Source: an optimization exercise on an open RTL-to-GDS flow (aim: a short achievable clock period and few clock cycles). Production flows keep margins and buffers that such runs may drop.
In this exercise RTL edits were held to simulation tests only and were not proved equivalent to the original.
Power figures rest on the tool's default switching activity, not on a simulated workload.

==> flow/design.v (excerpt) <==
module reuleaux(input logic clk, input logic rst_n, input logic [2:0] colour,
                input logic [7:0] centre_x, input logic [6:0] centre_y, input logic [7:0] diameter,
                input logic start, output logic done,
                output logic [7:0] vga_x, output logic [6:0] vga_y,
                output logic [2:0] vga_colour, output logic vga_plot);
For scale: roughly 680 flip-flops, roughly 49 I/O pins, roughly 51,000 um^2 of cells after synthesis.
clock: 18.0 ns
lec_check: 0
abc_clock_period_in_ps: 4000
cap_margin: 20
core_margin: 2
core_utilization: 40
slew_margin: 20
standard.sh (not shown) runs the stock make flow with config.mk's settings and CLKGATE_MAP_FILE= SYNTH_SCRIPT=/design/flow/synth_recipe.tcl, a recipe that flattens the netlist after the stock synthesis.
==> flow/flow/run.sh <==
#!/bin/bash
set -euo pipefail
MARGIN=$(cat flow/margin.txt 2>/dev/null || echo 14)
EXTRA=$(cat flow/extra.txt 2>/dev/null || true)
bash standard.sh SETUP_SLACK_MARGIN=$MARGIN $EXTRA finish > flow_make.log 2>&1
==> flow/flow/margin.txt <==
13.5
Testbench counts at the start, summed over its fixed seeds: cycles 24,895.
Change:
--- a/flow/design.v
+++ b/flow/design.v
@@ -6,17 +6,16 @@
      localparam int F = 8;    
      logic [7:0] p_cx, p_d;
      logic [6:0] p_cy;
      logic [7:0] b_x1, b_x2, b_x3, b_y1;
      logic [7:0] ox, oy;
      logic signed [10:0] crit, c_a, c_b;
      logic stepping;
      logic act_r, first_r, eq_r;    
-     logic more_r;                  
      logic [2:0][3:0][7:0] cx_r;
      logic [1:0][3:0][7:0] cy_r;
      logic clearing, ld, busy;
      logic [7:0] clr_x;
      logic [6:0] clr_y;
      logic [23:0] h_m;
      logic [7:0]  h_ox, h_oy;
      logic [23:0] f_m  [F];
@@ -31,17 +30,17 @@
           n_x2 = p_cx - (p_d >> 1);
           n_y1 = p_cy + 7'(p_d * 7'd74);
      end
      logic act, adv, push, dec;
      logic [23:0] vis, m_step;
      logic [7:0] dup;
      logic [7:0] ox_n, oy_n;
      always_comb begin
-          act = stepping && act_r && more_r;
+          act = stepping && act_r;
           adv = act && (f_n != 4'(F));
           dec = (crit > 0);
           ox_n = ox - 8'(dec);
           oy_n = oy + 8'd1;
           for (int k = 0; k < 3; k++) begin
                logic [7:0] xs [8];
                logic [7:0] ys [8];
                logic [7:0] lo, hi;
@@ -67,39 +66,16 @@
                end
           end
           dup = 8'd0;
           if (first_r) dup = dup | 8'b1101_0100;
           if (eq_r)    dup = dup | 8'b1010_1010;
           m_step = vis & ~{dup, dup, dup};
           push = adv && (m_step != 24'd0);
      end
-     function automatic logic run_hits(input logic [7:0] s, input logic [7:0] len1,
-                                       input logic [7:0] a, input logic [7:0] b);
-          logic [7:0] d;
-          d = a - s;
-          run_hits = (a <= b) && ((a <= s && s <= b) || d <= len1);
-     endfunction
-     logic maybe;
-     always_comb begin
-          logic [7:0] len1, x1h, x2h, y12h;
-          logic h0, h1, h2;
-          len1 = ox - oy;
-          x1h = (b_x3 < 8'd160) ? b_x3 : 8'd159;
-          x2h = (b_x1 < 8'd160) ? b_x1 : 8'd159;
-          y12h = (b_y1 < 8'd120) ? b_y1 : 8'd119;
-          h0 = (run_hits(cx_r[0][2], len1, b_x2, x1h) || run_hits(cx_r[0][1], len1, b_x2, x1h))
-               && (run_hits(cy_r[0][0], len1, 8'd23, y12h) || run_hits(cy_r[0][3], len1, 8'd23, y12h));
-          h1 = (run_hits(cx_r[1][2], len1, b_x3, x2h) || run_hits(cx_r[1][1], len1, b_x3, x2h))
-               && (run_hits(cy_r[0][0], len1, 8'd23, y12h) || run_hits(cy_r[0][3], len1, 8'd23, y12h));
-          h2 = (run_hits(cx_r[2][2], len1, b_x2, x2h) || run_hits(cx_r[2][1], len1, b_x2, x2h))
-               && (run_hits(cy_r[1][0], len1, b_y1, 8'd119) || run_hits(cy_r[1][3], len1, b_y1, 8'd119));
-          maybe = first_r || h0 || h1 || h2;
-     end
-     always_ff @(posedge clk) more_r <= ld || maybe;
      always_ff @(posedge clk) begin
           if (ld) begin
                b_x1 <= n_x1; b_x2 <= n_x2; b_x3 <= p_cx; b_y1 <= {1'b0, n_y1};
                ox <= p_d;
                oy <= 8'd0;
                act_r <= 1'b1;
                first_r <= 1'b1;
                eq_r <= (p_d == 8'd0);
=>
- via count falls by 16%
- worst setup slack improves by 73 ps
- design area went down by 11%
- first-iteration DRC count shrinks by 26%
- combinational power is lower by 18%
- global-route usage came out lower by 3.4 points
Testbench counts after the change, summed over its fixed seeds: cycles 25,282.

[port drivers added, routing unchanged]
In the flow no input, the clock included, has a driving cell. The finished layouts below were timed again as built, in two steps.
Step 1 assumes that a clkbuf_16 drives the clock port and a buf_2 every other input.
Step 2 also shifts input and output timing later by t, the mid clock arrival at the registers, as if the neighbouring blocks saw the same clock.
Three values: ideal, step 1, step 2; two values: the first two.
run	shift t [ns]	slack for setup (ns)	hold slack, ns	latest minus earliest clock arrival (ns)
the first run	0.774	13.150 / 13.066 / 13.141	0.471 / 0.471 / 0.471	0.055 / 0.055
the second run	0.742	13.223 / 13.149 / 13.151	0.458 / 0.458 / 0.458	0.029 / 0.029
After both steps every run listed still meets setup and hold. For the second run, which loses most, drivers alone change the setup slack by -0.074 ns; drivers and shift together by -0.072 ns.
